From an optimization exercise on the open Yosys and OpenROAD flow, aimed at small area and a short achievable clock period; shortcuts taken in it are not production practice. RTL that was checked went through simulation tests only; none was proved equivalent to the original. No activity file was given, so power comes from the tool's default toggle rates.

## PCPU
module PCPU (
	input wire clock,
	input wire [15:0] d_datain,
	input wire enable,
	input wire [15:0] i_datain,
	input wire reset,
	input wire start,
	output wire [15:0] d_addr,
	output wire [15:0] d_dataout,
	output wire d_we,
	output wire [7:0] i_addr,
	output wire [15:0] regi0,
	output wire [15:0] regi1,
	output wire [15:0] regi2,
	output wire [15:0] regi3,
	output wire [15:0] regi4,
	output wire [15:0] regi5,
	output wire [15:0] regi6,
	output wire [15:0] regi7,
	output wire [2:0] wb_addr
);
localparam [4:0] OP_LOAD = 5'b00010, OP_STORE = 5'b00011, OP_MOVI = 5'b00100,
                 OP_SHR  = 5'b00101, OP_CAL   = 5'b00110, OP_CAR  = 5'b00111,
                 OP_ADD  = 5'b01000, OP_ADDI  = 5'b01001, OP_ADDC = 5'b10001,
                 OP_SUB  = 5'b10010, OP_SUBI  = 5'b10011, OP_SUBC = 5'b10100,
                 OP_CMP  = 5'b01100, OP_AND   = 5'b01101, OP_OR   = 5'b01110,
                 OP_XOR  = 5'b01111, OP_JUMP  = 5'b11000, OP_HALT = 5'b00001;
reg        run;                  
reg [7:0]  pc;
reg [4:0]  id_op;
reg [2:0]  id_rd;
reg [7:0]  id_lo;                
reg [4:0]  ex_op;
reg [2:0]  ex_rd;
reg        ex_sub;               
reg        ex_usec;              
reg [15:0] reg_A, reg_B, smdr;
reg        mem_wr, mem_load, mem_fs, mem_halt;
reg [2:0]  mem_rd;
reg        dw, jump;
reg [15:0] reg_C, smdr1;
reg        zf, sf, cf;
reg        wb_wr, wb_halt;
reg [2:0]  wb_rd;
reg [15:0] reg_C1;
reg [15:0] gr [0:7];
assign i_addr    = pc;
  ...
Settings: LEC_CHECK=0, CAP_MARGIN=20, CORE_MARGIN=2, CORE_UTILIZATION=50, SETUP_SLACK_MARGIN=3.0, SLEW_MARGIN=20; clock period 6.0 ns.
standard.sh (not shown) runs the stock make flow with config.mk's settings and CLKGATE_MAP_FILE= SYNTH_SCRIPT=/design/flow/synth_recipe.tcl, a recipe that flattens the netlist after the stock synthesis.
==> flow/flow/run.sh <==
#!/bin/bash
# Standard layout (the standard.sh) with two changes: the port buffers use
# the smallest buffer cell, and the clock tree is built with larger sink
# clusters and no dummy loads. Each tool's output is in standard.log and in
# orfs/logs/.
set -euo pipefail
export BUFFER_PORTS_ARGS="-buffer_cell sky130_fd_sc_hd__buf_1"
export CTS_ARGS="-sink_clustering_enable -repair_clock_nets -dont_use_dummy_load -sink_clustering_size 25 -sink_clustering_max_diameter 80"
bash standard.sh > standard.log 2>&1
The starting point completed with no timing, DRC or antenna violations.
Rerun with:
Settings changed: SETUP_SLACK_MARGIN 3.0 to 2.5.
The new run ran to the end with no violations.
First-iteration DRC count decreases by 7.7%.
Fmax went down by 7.9%.
Total power goes down by 10%.
Setup slack degrades by 0.28 ns.
Die area stays the same.
Sequential share of layout area rises by 3.4 points.
Sequential power falls by about 2%.
Via count goes down by 5.1%.
Cell area shrinks by 9.9%.
Global-route usage goes down by 2.1 points.
Register-to-register slack loses 0.28 ns.
Function was not checked in any run of this note: the RTL went through the layout flow alone.

Setup of lane 1:
PCPU, a different RTL version from the one above (not shown whole).
For scale: ~0.017 mm2 of cells after synthesis.
Settings: LEC_CHECK=0, CAP_MARGIN=20, CORE_MARGIN=2, CORE_UTILIZATION=60, SETUP_SLACK_MARGIN=2.5, SLEW_MARGIN=20; clock period 6.0 ns.
run.sh (not shown) runs the stock make flow with config.mk's settings and CLKGATE_MAP_FILE= SYNTH_SCRIPT=/design/flow/synth_recipe.tcl, a recipe that flattens the netlist after the stock synthesis.
Stock flow here: none of the scripts above is used.
Lane 1: flow completed, timing, DRC and antenna clean
For lane 2, these inputs were changed with respect to lane 1:
diff --git a/flow/config.mk b/flow/config.mk
--- a/flow/config.mk
+++ b/flow/config.mk
@@ -9,4 +9,5 @@
 export CORE_MARGIN = 2
 export CORE_UTILIZATION = 60
-export SETUP_SLACK_MARGIN = 2.5
+export CTS_BUF_LIST = sky130_fd_sc_hd__clkbuf_4
+export CTS_CLUSTER_SIZE = 30
 export SLEW_MARGIN = 20
Results
Overall power for lane 2 is lower than for lane 1.
Lane 2 against lane 1: clock-buffer cell count rose by 160%, utilization after layout decreased by 1.6 points relative to the old numbers, fmax lower, sequential share of layout area now larger.
No run of this note included a check of the RTL's function; only the layout flow was run.

## P
PCPU, a different RTL version from the one above (not shown whole).
Size in the first run: roughly 1500 cells after synthesis, about 300 flip-flops, ~210 I/O pins, roughly 16000 µm² of cells after synthesis.
==> flow/config.mk <==
export PLATFORM = sky130hd
export DESIGN_NAME = PCPU
export DESIGN_NICKNAME = PCPU
export VERILOG_FILES = /design/flow/design.v
export SDC_FILE = /design/flow/constraint.sdc
export NUM_CORES = 4
export LEC_CHECK = 0
export CAP_MARGIN = 20
export CORE_MARGIN = 2
export CORE_UTILIZATION = 55
export GPL_ROUTABILITY_DRIVEN = 1
export PLACE_DENSITY = 0.75
export SETUP_SLACK_MARGIN = 3.4
export SLEW_MARGIN = 20
==> flow/constraint.sdc <==
create_clock -name core_clock -period 6.0 [get_ports {clock}]
set_input_delay 1.2000 -clock core_clock [delete_from_list [all_inputs] [get_ports {clock}]]
set_output_delay 1.2000 -clock core_clock [all_outputs]
set_load 0.01 [all_outputs]
standard.sh (not shown) runs the stock make flow with config.mk's settings and CLKGATE_MAP_FILE= SYNTH_SCRIPT=/design/flow/synth_recipe.tcl, a recipe that flattens the netlist after the stock synthesis.
Scripts as last shown in full above: flow/flow/run.sh
--- input diff P..Q ---
- changing PLACE_DENSITY from 0.75 to 0.7
- removing GPL_ROUTABILITY_DRIVEN (formerly 1)
- changing CORE_UTILIZATION from 55 to 50
Notes after the runs:
Compared to P, Q has via count 1.2% lower.
Comparing Q and P, the higher global routing usage on met2 is on P.
Comparing Q and P, the lower placement row count was measured on P.
[compare] base=P new=Q: number of cells in the finished layout apart from fillers shows an increase of 9, sequential share of layout area level, routed wire length up 1100 µm, number of combinational gates with multiple inputs ~0 delta.
[diff] setup slack of the critical path after layout, Q relative to P: improvement
Diff P -> Q: total length of routed met2 wires climbed about 2%, sequential cell area in the final layout barely changed.
Number of buffer and inverter stages on the critical path: lower on P
Modified inputs, R compared to Q
- PLACE_DENSITY now 0.75, was 0.7
Notes after the runs:
- Per the comparison of R with Q, power density over cell area fell 3.0 nW/µm²; remaining number of nets flagged by the antenna check after routing about even; final estimated routing congestion in global placement rose 1.7%.
- Against Q, R comes in 3 lower on largest fanout on the critical path.
- In terms of hold slack, R and Q differ only marginally.

violet:
PCPU, a different RTL version from the one above (not shown whole).
Size in the first run: ~270 flip-flops, about 210 I/O pins, ~15,000 sq um of cells after synthesis.
Settings: LEC_CHECK=0, CAP_MARGIN=20, CORE_MARGIN=2, CORE_UTILIZATION=60, SETUP_SLACK_MARGIN=3.0, SLEW_MARGIN=20; clock period 6.0 ns.
run.sh (not shown) runs the stock make flow with config.mk's settings and CLKGATE_MAP_FILE= SYNTH_SCRIPT=/design/flow/synth_recipe.tcl, a recipe that flattens the netlist after the stock synthesis.
Stock flow here: none of the scripts above is used.
The flow did not stop early for violet: all stages ran, and the layout cleared the timing, DRC and antenna checks.
#### Input delta (xenon over violet)
==> flow/flow/run.sh (new file) <==
#!/bin/bash
# Standard layout, with the port buffers made from the smallest buffer cell and
# the clock tree built without dummy loads.
set -euo pipefail
export BUFFER_PORTS_ARGS="-buffer_cell sky130_fd_sc_hd__buf_1"
export CTS_ARGS="-sink_clustering_enable -repair_clock_nets -dont_use_dummy_load"
bash standard.sh > standard.log 2>&1
==> flow/standard.sh (new file) <==
#!/bin/bash
# synth_recipe.tcl (not shown) runs the flow's synth.tcl, then flattens the netlist and writes it again
# the make line also repeats each setting of config.mk as NAME=value (left out here)
make -C /OpenROAD-flow-scripts/flow DESIGN_CONFIG=/design/flow/config.mk WORK_HOME=/design/flow/orfs CLKGATE_MAP_FILE= SYNTH_SCRIPT=/design/flow/synth_recipe.tcl "${@:-finish}"
removed: flow/run.sh
Results
Number of non-clock buffers in the layout, xenon vs violet: up by a few percent
xenon ended up with fewer standard cells than violet.
Cell-internal power of xenon falls short of that of violet by a few percent.
Function was not checked in any run of this note: the RTL went through the layout flow alone.

## the reference run
Another version of the RTL of PCPU (not shown whole).
Size: about 1500 cells after synthesis, about 300 flip-flops, about 210 I/O pins, about 16000 µm² of cells after synthesis.
export LEC_CHECK = 0
export CAP_MARGIN = 20
export CORE_MARGIN = 2
export CORE_UTILIZATION = 50
export PLACE_DENSITY = 0.9
export SETUP_SLACK_MARGIN = 3.4
export SLEW_MARGIN = 20
create_clock -name core_clock -period 6.0 [get_ports {clock}]
standard.sh (not shown) runs the stock make flow with config.mk's settings and CLKGATE_MAP_FILE= SYNTH_SCRIPT=/design/flow/synth_recipe.tcl, a recipe that flattens the netlist after the stock synthesis.
==> flow/flow/run.sh <==
#!/bin/bash
# Standard layout (the standard.sh) with two changes: the port buffers use
# the smallest buffer cell, and the clock tree is built with larger sink
# clusters and no dummy loads. Each tool's output is in standard.log and in
# orfs/logs/.
set -euo pipefail
export BUFFER_PORTS_ARGS="-buffer_cell sky130_fd_sc_hd__buf_1"
export CTS_ARGS="-sink_clustering_enable -repair_clock_nets -dont_use_dummy_load -sink_clustering_size 25 -sink_clustering_max_diameter 80"
bash standard.sh > standard.log 2>&1
The reference run was carried through to the last stage, and its layout satisfied the timing, DRC and antenna checks.
Input changes introduced in the trial run (baseline for comparison: the reference run):
Settings: changing PLACE_DENSITY from 0.9 to 0.75; changing SETUP_SLACK_MARGIN from 3.4 to 3.6.
Notes after the runs:
The trial run completed end to end with timing, DRC and antenna clean.
Comparing the reference run with the trial run, the distinct cell type count of the synthesized netlist came out essentially unchanged.
Compare the reference run and the trial run | clock power lower: the trial run
Looking at fmax across both flows, the trial run is the weaker of the two, with the reference run ahead.

== run K ==
PCPU with an RTL version that a note above also has.
For scale: about 1500 cells after synthesis, about 300 flip-flops.
export LEC_CHECK = 0
export CAP_MARGIN = 20
export CORE_MARGIN = 2
export CORE_UTILIZATION = 50
export PLACE_DENSITY = 0.75
export SETUP_SLACK_MARGIN = 3.3
export SLEW_MARGIN = 20
create_clock -name core_clock -period 6.0 [get_ports {clock}]
Scripts as last shown in full above: flow/flow/run.sh
[inputs] run E vs run K
- SETUP_SLACK_MARGIN changed from 3.3 to 3.5
- PLACE_DENSITY changed from 0.75 to 0.8
==> comparison <==
Per the final summary, run E finished and its layout is clean on timing, DRC and antenna.
Run K tops out at a lower clock frequency than run E.
Worst setup slack: run E better than run K
Summary — via count, run E relative to run K: higher, by about 5%.
Number of buffers outside the clock class in the layout (lower): run K
As of run E, combinational power had risen by more than 10% compared to run K.
Run K has lower global-route wire length before repair than run E.
Compared run E vs run K, and design area is up in run E.
Of run K and run E, run K shows the lower signed area change from the synthesized netlist to the final layout, with run E above it.

Setup of JK:
PCPU with an RTL version that a note above also has.
Size in the first run: roughly 1500 cells after synthesis, roughly 210 I/O pins, about 16000 sq um of cells after synthesis.
Settings: LEC_CHECK=0, CAP_MARGIN=20, CORE_MARGIN=2, CORE_UTILIZATION=50, PLACE_DENSITY=0.75, SETUP_SLACK_MARGIN=3.4, SLEW_MARGIN=20; clock period 6.0 ns.
Scripts as last shown in full above: flow/flow/run.sh
### JK -> MS
--- a/flow/flow/run.sh
+++ b/flow/flow/run.sh
@@ -8,2 +8,3 @@
 export CTS_ARGS="-sink_clustering_enable -repair_clock_nets -dont_use_dummy_load -sink_clustering_size 25 -sink_clustering_max_diameter 80"
+export ADDER_MAP_FILE=
 bash standard.sh > standard.log 2>&1
### Flow results
Compare JK and MS | width of the die higher: MS
JK → MS: area used by sequential logic in the layout picked up an extra 0.84%; delay of the slowest cell on the worst path picked up an extra 170 ps; clock buffer and inverter area fraction after layout neither gained nor lost much; post-synthesis cell count picked up an extra about 13%; hold slack neither gained nor lost much.
MS: global-route wire length before repair is 2.6% higher than what JK reported.
Summary of MS over JK: global-route usage fell by 2.0 points; part of the total power dissipated in sequential elements rose by 3.7 points.
Placed instance area was higher in the run labelled MS.
[diff] post-layout worst setup margin, MS relative to JK: improvement
The following lists how AL was set up differently from MS:
# MS
export LEC_CHECK = 0
export CAP_MARGIN = 20
export CORE_MARGIN = 2
export CORE_UTILIZATION = 50
export PLACE_DENSITY = 0.75
export SETUP_SLACK_MARGIN = 3.4
export SLEW_MARGIN = 20
create_clock -name core_clock -period 6.0 [get_ports {clock}]
# AL
export LEC_CHECK = 0
export CAP_MARGIN = 20
export CORE_MARGIN = 2
export CORE_UTILIZATION = 50
export SETUP_SLACK_MARGIN = 3.4
export SLEW_MARGIN = 20
create_clock -name core_clock -period 6.0 [get_ports {clock}]
--- a/flow/flow/run.sh
+++ b/flow/flow/run.sh
@@ -8,3 +8,2 @@
 export CTS_ARGS="-sink_clustering_enable -repair_clock_nets -dont_use_dummy_load -sink_clustering_size 25 -sink_clustering_max_diameter 80"
-export ADDER_MAP_FILE=
 bash standard.sh > standard.log 2>&1
Notes after the runs:
- AL: final area lower than MS
- The number of buffer and inverter instances along the worst setup path reported for AL is greater than that of MS by 2.
- The wire length of the first global-routing pass of AL and that of MS are within noise of each other.
- Of AL and MS, it is AL that has the lower netlist area before placement.
- Sequential power was higher in AL than in MS.
- Between MS and AL, fraction of power consumed by combinational cells increased.
- Cmp AL vs MS: sequential standard cell area lower in AL
- The run with more setup slack is MS; AL has less.

PCPU again, from the RTL that the note above started with.
==> flow/config.mk <==
export PLATFORM = sky130hd
export DESIGN_NAME = PCPU
export DESIGN_NICKNAME = PCPU
export VERILOG_FILES = /design/flow/design.v
export SDC_FILE = /design/flow/constraint.sdc
export NUM_CORES = 4
export LEC_CHECK = 0
export CAP_MARGIN = 20
export CORE_MARGIN = 2
export CORE_UTILIZATION = 50
export SETUP_SLACK_MARGIN = 3.2
export SLEW_MARGIN = 20
==> flow/constraint.sdc <==
create_clock -name core_clock -period 6.0 [get_ports {clock}]
set_input_delay 1.2000 -clock core_clock [delete_from_list [all_inputs] [get_ports {clock}]]
set_output_delay 1.2000 -clock core_clock [all_outputs]
set_load 0.01 [all_outputs]
==> flow/flow/run.sh <==
#!/bin/bash
# Standard layout (the standard.sh) with two changes: the port buffers use
# the smallest buffer cell, and the clock tree is built with larger sink
# clusters and no dummy loads. Each tool's output is in standard.log and in
# orfs/logs/.
set -euo pipefail
export BUFFER_PORTS_ARGS="-buffer_cell sky130_fd_sc_hd__buf_1"
export CTS_ARGS="-sink_clustering_enable -repair_clock_nets -dont_use_dummy_load -sink_clustering_size 25 -sink_clustering_max_diameter 80"
bash standard.sh > standard.log 2>&1
Then changed:
--- a/flow/config.mk
+++ b/flow/config.mk
@@ -11 +11 @@
-export SETUP_SLACK_MARGIN = 3.2
+export SETUP_SLACK_MARGIN = 3.7
Final area is higher by roughly a tenth.
Combinational power is higher by about a fifth.
Setup slack improved by 0.11 ns.
Area after synthesis stays the same.
Sequential share of layout area is lower by 4.0 points.
Clock power is lower by a little under a tenth.
Clock-buffer cell count is lower by 3.
Routed wire length is higher by a little under a tenth.
Clock skew is lower by 0.041 ns.

PCPU, a different RTL version from the one above (not shown whole).
Size: roughly 1,500 cells after synthesis, ~300 flip-flops, about 210 I/O pins.
==> flow/config.mk <==
export PLATFORM = sky130hd
export DESIGN_NAME = PCPU
export DESIGN_NICKNAME = PCPU
export VERILOG_FILES = /design/flow/design.v
export SDC_FILE = /design/flow/constraint.sdc
export NUM_CORES = 4
export LEC_CHECK = 0
export CAP_MARGIN = 20
export CORE_MARGIN = 2
export CORE_UTILIZATION = 50
export SETUP_SLACK_MARGIN = 2.7
export SLEW_MARGIN = 20
==> flow/constraint.sdc <==
create_clock -name core_clock -period 6.0 [get_ports {clock}]
set_input_delay 1.2000 -clock core_clock [delete_from_list [all_inputs] [get_ports {clock}]]
set_output_delay 1.2000 -clock core_clock [all_outputs]
set_load 0.01 [all_outputs]
Scripts as last shown in full above: flow/flow/run.sh
Edit:
--- a/flow/config.mk
+++ b/flow/config.mk
@@ -11 +11 @@
-export SETUP_SLACK_MARGIN = 2.7
+export SETUP_SLACK_MARGIN = 3.4
What happened: Global-route usage came out higher by 0.45 points; cell area went up by 5.6%; routed wire length rose by 3.2%.

[afterwards: timing with drivers on the ports]
No port has a modelled driver above. Below, the same layouts with a new extraction and two added sets of constraints. Step 1 assumes that a clkbuf_16 drives the clock port and a buf_2 every other input. Step 2 moves the port delays by t, midway between the first and last clock arrival at a register: inputs arrive t later, outputs are due t later. That takes back most of the time a late clock gives input paths. Slacks: ideal ports / drivers / drivers and shift; pairs: ideal ports / drivers.
run	shift t [ns]	slack for setup (ns)	worst setup path at the end	worst register clock-pin slew, ns	cell pins on the clock port's net
the first run of note 1	0.546	2.773 / 2.773 / 2.773	register to register	0.10 / 0.10	1
the second run of note 1	0.559	2.498 / 2.498 / 2.498	register to register	0.09 / 0.09	1
lane 1	0.612	2.523 / 2.523 / 2.456	input to register	0.08 / 0.08	1
lane 2	0.731	1.570 / 1.570 / 1.570	register to register	0.09 / 0.09	1
P	0.549	3.276 / 3.276 / 2.983	input to register	0.11 / 0.11	1
Q	0.558	3.345 / 3.345 / 2.987	input to register	0.10 / 0.10	1
R	0.538	3.315 / 3.315 / 2.990	input to register	0.11 / 0.11	1
violet	0.624	2.677 / 2.677 / 2.644	input to register	0.07 / 0.07	1
xenon	0.589	2.694 / 2.694 / 2.694	register to register	0.06 / 0.06	1
the reference run	0.541	3.166 / 3.166 / 2.961	input to register	0.11 / 0.11	1
the trial run	0.543	3.089 / 3.089 / 3.089	register to register	0.10 / 0.10	1
run K	0.539	3.164 / 3.164 / 2.886	input to register	0.10 / 0.10	1
run E	0.554	3.258 / 3.258 / 2.986	input to register	0.11 / 0.11	1
JK	0.536	3.271 / 3.271 / 3.050	input to register	0.10 / 0.10	1
MS	0.537	3.325 / 3.325 / 3.005	input to register	0.10 / 0.10	1
AL	0.552	3.273 / 3.273 / 2.969	input to register	0.11 / 0.11	1
the first run of note 8	0.545	3.083 / 3.083 / 2.915	input to register	0.10 / 0.10	1
the second run of note 8	0.555	3.191 / 3.191 / 3.145	input to register	0.11 / 0.11	1
the first run of note 9	0.551	2.807 / 2.828 / 2.287	input to register	0.10 / 0.10	1
the second run of note 9	0.542	3.182 / 3.182 / 2.908	input to register	0.10 / 0.10	1
After both steps setup and hold are still met in every run listed. For the first run of note 9, which loses most, drivers alone change the setup slack by +0.021 ns; drivers and shift together by -0.520 ns.
